What follows belongs to an exercise in optimizing a design on an open flow for small area; a production flow would make more cautious choices. Only simulation tests tie the RTL to the original design; equivalence was not proved. No activity file was given, so power comes from the tool's default toggle rates.

== oak ==
==> flow/design.v <==
module comp(A,B,lt);
        input [15:0] A,B;
        output lt;
        wire [16:0] c;
        assign c[0] = 1'b0;
        genvar i;
        generate for (i = 0; i < 16; i = i + 1) begin : g
            assign c[i+1] = (~A[i] & B[i]) | (~A[i] & c[i]) | (B[i] & c[i]);
        end endgenerate
        assign lt = c[16];
endmodule
module calc_xor(data1,data2,out);
        input [15:0] data1,data2;
        output [15:0] out;
        assign out = data1 ^ data2;
endmodule
module right_shift(X,shift,a15,R);
        input [15:0] X;
        input [3:0] shift;
        input a15;
        output [15:0] R;
        wire [3:0] top = {shift[3] | shift[2], shift[3], shift[3] & shift[2], 1'b0};   
        wire [15:0] xs = {top[3] ? {4{a15}} : X[15:12], top[2] ? {4{a15}} : X[11:8],
                          top[1] ? {4{a15}} : X[7:4], X[3:0]};
        wire s = xs[15];
        wire [15:0] asr = shift[1] ? (shift[0] ? {{3{s}}, xs[15:3]} : {{2{s}}, xs[15:2]})
                                   : (shift[0] ? {s, xs[15:1]} : xs);
        wire [15:0] z = (shift == 4'd8) ? 16'hfc00 : shift[3] ? 16'h8000 : 16'h0000;
        assign R = asr & ~z;
endmodule
module lcd_driver(l1,l2,shown,clk,rst,ph,LCD_RS,LCD_W,LCD_E,databits);
    input [15:0] l1, l2;
    input shown, clk, rst;
    output [1:0] ph;
    output reg LCD_E, LCD_RS;
    output LCD_W;
    output reg [3:0] databits;
    assign LCD_W = 1'b0;
    reg [4:0] counter;
    reg [1:0] sub;
    reg [6:0] m;
    assign ph = counter[1:0];
    wire ischar = m[5];
    wire [31:0] lbits = {l2, l1};
    wire bitv = lbits[{m[6], ~m[4:1]}];
    wire [3:0] ci = m[3:0];
    wire [3:0] cmd;
    assign cmd[3] = m[6] ? (ci == 4'd0) : ((ci == 4'd5) | (ci == 4'd9) | (ci == 4'd12));
    assign cmd[2] = m[6] ? (ci == 4'd0) : ((ci == 4'd7) | (ci == 4'd9));
    assign cmd[1] = ~m[6] & ((ci <= 4'd4) | (ci == 4'd7));
    assign cmd[0] = ~m[6] & ((ci <= 4'd2) | (ci == 4'd11));
    wire [6:0] m_next = (m == 7'd13) ? 7'd32 : (m == 7'd65) ? 7'd96 : m + 1'b1;
    always @(posedge clk) begin
      if (rst) begin
        counter <= 0; sub <= 0; m <= 0;
        LCD_E <= 0; LCD_RS <= 0; databits <= 0;
      end else begin
        counter <= counter + 1'b1;
        if (counter == 5'd31) begin
            if (sub == 2'd0) LCD_E <= 1'b0;
            if (sub == 2'd2) LCD_E <= 1'b1;
            if (sub == 2'd1) begin
                LCD_RS <= ischar;
                databits <= ~ischar ? cmd : m[0] ? {3'b000, bitv & shown} : {2'b00, shown, shown};
            end
            if (sub == 2'd2) begin
                sub <= 2'd0;
                m <= m_next;
            end else sub <= sub + 1'b1;
        end
      end
    end
endmodule
module calc_interface(bits,clk,rst,rot,reset,ph,l1,l2,shown);
        input [3:0]bits;
        input clk,rst,rot,reset;
        input [1:0] ph;
        output reg [15:0] l1, l2;
        output reg shown;
        reg prev;
        reg [1:0] phs;
        reg [2:0] op;
        reg [3:0] count;
        reg [15:0] w_data;
        reg [4:0] r_addr1, r_addr2, w_addr;
        reg [3:0] shift;
        wire click = ~prev & rot;
        wire idle = (phs == 2'd0), opnd = (phs == 2'd1), exec = (phs == 2'd2), disp = (phs == 2'd3);
        reg [15:0] word [0:31];
        reg clr;                  
        reg wact, wsel;           
        reg [1:0] wcnt;
        wire trig_a = (click & exec & (op == 3'd0)) |
                      ((click | reset) & disp & ((op == 3'd3) | (op == 3'd4)));
        wire trig_b = click & disp & (op >= 3'd5);
        wire wr = trig_a | wact;
        wire [15:0] wsrc = (wsel & ~trig_a) ? l2 : w_data;
        wire [3:0] wnib = (rst | clr) ? 4'd0 : wsrc[{ph, 2'b00} +: 4];
        integer k;
        always @(posedge clk) begin
            for (k = 0; k < 32; k = k + 1)
                word[k] <= {((rst | clr | (wr & (w_addr == k))) ? wnib : word[k][3:0]), word[k][15:4]};
        end
        always @(posedge clk) begin
            if (rst) begin clr <= 1'b1; wact <= 1'b0; wsel <= 1'b0; wcnt <= 2'd0; end
            else begin
                if (ph == 2'd3) clr <= 1'b0;
                if (trig_a) begin wact <= 1'b1; wsel <= 1'b0; wcnt <= 2'd2; end
                else if (trig_b) begin wact <= 1'b1; wsel <= 1'b1; wcnt <= 2'd3; end
                else if (wact) begin
                    if (wcnt == 2'd0) wact <= 1'b0;
                    wcnt <= wcnt - 1'b1;
                end
            end
        end
        wire selb = (exec | disp) & ((op == 3'd2) | (op == 3'd4) | (op == 3'd5) | (op == 3'd6));
        wire [3:0] cur = word[selb ? r_addr2 : r_addr1][3:0];
        wire [1:0] noff = ((op == 3'd7) & ~idle) ? shift[3:2] : 2'd0;
        wire [1:0] q = ph - noff;
        reg [15:0] a_hold, b_hold;
        always @(posedge clk) begin
            if (~selb) a_hold[{q, 2'b00} +: 4] <= cur;
            if (selb) b_hold[{ph, 2'b00} +: 4] <= cur;
        end
        reg [15:0] ra, rb;
        always @* begin
            ra = a_hold;
            if (~selb) ra[{q, 2'b00} +: 4] = cur;
            rb = b_hold;
            if (selb) rb[{ph, 2'b00} +: 4] = cur;
        end
        wire [1:0] s3 = 2'd3 - noff;      
        wire a15 = ra[{s3, 2'b11}];
        wire [15:0] cmp_res, xor_res, s_res;
        comp C0(ra, rb, cmp_res[0]);
        assign cmp_res[15:1] = 15'd0;
        calc_xor X0(ra, rb, xor_res);
        right_shift S0(ra, shift, a15, s_res);
        reg [15:0] n1, n2;
        always @* begin
            n1 = {11'd0, w_addr};
            n2 = w_data;
            case (op)
              3'd1, 3'd3: begin n1 = {11'd0, r_addr1}; n2 = ra; end
              3'd2, 3'd4: begin n1 = ra; n2 = rb; end
              3'd5: n2 = cmp_res;
              3'd6: n2 = xor_res;
              3'd7: n2 = s_res;
              default: ;
            endcase
        end
        wire show = click & disp;
        always @(posedge clk) begin
            if (show) begin l1 <= n1; l2 <= n2; end
            if (rst) shown <= 1'b0; else if (show) shown <= 1'b1;
        end
        wire c0 = (count == 4'd0), c1 = (count == 4'd1), c2 = (count == 4'd2), c3 = (count == 4'd3),
             c4 = (count == 4'd4), c5 = (count == 4'd5), c6 = (count == 4'd6), c7 = (count == 4'd7),
             c8 = (count == 4'd8), c9 = (count == 4'd9);
        wire o0 = (op == 3'd0), o1 = (op == 3'd1), o2 = (op == 3'd2), o3 = (op == 3'd3),
             o4 = (op == 3'd4), o56 = (op == 3'd5) | (op == 3'd6), o7 = (op == 3'd7);
        wire f_r1lo = ~o0 & c0;
        wire f_r1hi = ~o0 & c1;
        wire f_r2lo = (o2 | o4 | o56) & c2;
        wire f_r2hi = (o2 | o4 | o56) & c3;
        wire f_wlo = (o0 & c0) | ((o3 | o7) & c2) | ((o4 | o56) & c4);
        wire f_whi = (o0 & c1) | ((o3 | o7) & c3) | ((o4 | o56) & c5);
        wire f_sh = o7 & c4;
        wire [3:0] f_d = o0 ? {c5, c4, c3, c2} : o3 ? {c7, c6, c5, c4} : o4 ? {c9, c8, c7, c6} : 4'd0;
        wire fin = (o0 & c5) | (o1 & c1) | (o2 & c3) | (o3 & c7) | (o4 & c9) | (o56 & c5) | (o7 & c4);
        wire valid = (o0 & (count <= 4'd5)) | (o1 & (count <= 4'd1)) | (o2 & (count <= 4'd3)) |
                     (o3 & (count <= 4'd7)) | (o4 & (count <= 4'd9)) | (o56 & (count <= 4'd5)) |
                     (o7 & (count <= 4'd4));
        wire oc = click & opnd;           
        wire [3:0] bz = bits & {4{~rst}};
        wire ld_r1lo = rst | (oc & f_r1lo), ld_r1hi = rst | (oc & f_r1hi);
        wire ld_r2lo = rst | (oc & f_r2lo), ld_r2hi = rst | (oc & f_r2hi);
        wire ld_wlo = rst | (oc & f_wlo), ld_whi = rst | (oc & f_whi);
        wire [3:0] ld_d = {4{rst}} | ({4{oc}} & f_d);
        always @(posedge clk) begin
            if (ld_r1lo) r_addr1[3:0] <= bz;
            if (ld_r1hi) r_addr1[4] <= bz[0];
            if (ld_r2lo) r_addr2[3:0] <= bz;
            if (ld_r2hi) r_addr2[4] <= bz[0];
            if (ld_wlo) w_addr[3:0] <= bz;
            if (ld_whi) w_addr[4] <= bz[0];
            if (ld_d[0]) w_data[3:0] <= bz;
            if (ld_d[1]) w_data[7:4] <= bz;
            if (ld_d[2]) w_data[11:8] <= bz;
            if (ld_d[3]) w_data[15:12] <= bz;
            if (oc & f_sh) shift <= bits;   
        end
        always @(posedge clk) begin
            if (rst) begin
                prev <= 1'b1; phs <= 2'd0; count <= 4'd0;
            end else begin
                prev <= rot;
                if (reset) begin count <= 4'd0; phs <= 2'd0; end
                if (click) begin
                    if (idle) begin phs <= 2'd1; op <= bits[2:0]; end
                    else if (opnd) begin
                        if (valid) begin
                            count <= fin ? 4'd0 : count + 4'd1;
                            if (fin) phs <= 2'd2;
                        end
                    end
                    else if (exec) phs <= 2'd3;
                    else phs <= 2'd0;
                end
            end
        end
endmodule
module detector(clk,rst,rot_a,rot_b,rot);
        input clk,rst,rot_a,rot_b;
        output reg rot;
        always@(posedge clk) begin
                if(rst) rot <= 1'b0;
                else if(rot_a & rot_b) rot <= 1'b1;
                else if(~rot_a & ~rot_b) rot <= 1'b0;
        end
endmodule
module top(bits,clk,rst,rot_a,rot_b,reset,lcd_rs,lcd_w,lcd_e,databits);
        input [3:0]bits;
        input clk,rot_a,rot_b,reset;
        input rst;  
        output lcd_rs,lcd_w,lcd_e;
        output [3:0]databits;
        wire rot;
        wire [15:0] l1, l2;
        wire shown;
        detector D0(clk,rst,rot_a,rot_b,rot);
        wire [1:0] ph;
        calc_interface I0(bits,clk,rst,rot,reset,ph,l1,l2,shown);
        lcd_driver L0(l1,l2,shown,clk,rst,ph,lcd_rs,lcd_w,lcd_e,databits);
endmodule
==> flow/config.mk <==
export PLATFORM = sky130hd
export DESIGN_NAME = top
export DESIGN_NICKNAME = top
export VERILOG_FILES = /design/flow/design.v
export SDC_FILE = /design/flow/constraint.sdc
export NUM_CORES = 4
export LEC_CHECK = 0
export ABC_AREA = 1
export CAP_MARGIN = 5
export CORE_MARGIN = 2
export CORE_UTILIZATION = 55
export CTS_BUF_LIST = sky130_fd_sc_hd__clkbuf_8
export CTS_CLUSTER_DIAMETER = 100
export CTS_CLUSTER_SIZE = 16
export SLEW_MARGIN = 5
==> flow/constraint.sdc <==
create_clock -name core_clock -period 6.5 [get_ports {clk}]
set_input_delay 1.3000 -clock core_clock [delete_from_list [all_inputs] [get_ports {clk}]]
set_output_delay 1.3000 -clock core_clock [all_outputs]
set_load 0.01 [all_outputs]
run.sh (not shown) runs the stock make flow with config.mk's settings and CLKGATE_MAP_FILE= SYNTH_SCRIPT=/design/flow/synth_recipe.tcl, a recipe that flattens the netlist after the stock synthesis.
Relative to oak, the following input files were edited for pine:
-- flow/config.mk --
<<< oak, line 9
export CAP_MARGIN = 5
>>> pine, line 9
export CAP_MARGIN = 20
<<< oak, line 12
export CTS_BUF_LIST = sky130_fd_sc_hd__clkbuf_8
>>> pine, line 12
export CTS_BUF_LIST = sky130_fd_sc_hd__clkbuf_16
<<< oak, line 14
export CTS_CLUSTER_SIZE = 16
export SLEW_MARGIN = 5
>>> pine, line 14
export CTS_CLUSTER_SIZE = 24
export SLEW_MARGIN = 20
Diff pine..oak | post-synthesis xor/xnor area fraction | unchanged. Looking at critical path depth, pine sits below oak. pine vs oak, highest metal layer with signal wires: met4 vs met5. As far as horizontal extent of the die goes, pine and oak are indistinguishable; the numbers are identical. Count of clock-net buffers in the final layout: pine < oak. As of pine, overall routed net length had fallen slightly compared to oak. pine -> oak: combinational share of power flat.
Input-level comparison between birch and pine:
-- flow/config.mk --
<<< pine, line 11
export CORE_UTILIZATION = 55
export CTS_BUF_LIST = sky130_fd_sc_hd__clkbuf_16
>>> birch, line 11
export CORE_UTILIZATION = 70
export CTS_BUF_LIST = sky130_fd_sc_hd__clkbuf_8
<<< pine, line 14
export CTS_CLUSTER_SIZE = 24
>>> birch, line 14
export CTS_CLUSTER_SIZE = 16
export PLACE_DENSITY = 0.75
==> summary.txt <==
- birch: PASS, flow complete, no timing, DRC or antenna violations
- Compared to pine, birch has least setup slack across all paths after layout 71 ps lower.
- Utilization sits higher in birch than in pine.
- All-layer global routing usage ended up 5.6 points higher on birch than on pine.

afterwards: timing with drivers on the ports:
In the flow no input, the clock included, has a driving cell. The finished layouts below were timed again as built, in two steps.
Step 1 sets driving cells, clkbuf_16 on the clock port and buf_2 on the other inputs (assumed; they add their load-dependent delay and slew).
Step 2 times the ports against the registers' clock, not the clock port: input delays grow and output delays shrink by t, the midpoint of the rising clock arrivals with the driver on.
a / b / c = ideal ports / drivers / drivers and shift; a / b = the first two.
run | t (ns) | setup slack, ns | worst setup path at the end | worst data-port slew with drivers (ns) | cell pins on the clock port's net
oak | 0.707 | 0.719 / 0.719 / 0.719 | register to register | 0.03 | 1
pine | 0.648 | 0.805 / 0.805 / 0.805 | register to register | 0.03 | 1
birch | 0.658 | 0.734 / 0.734 / 0.734 | register to register | 0.04 | 1
After both steps every run listed still meets setup and hold.
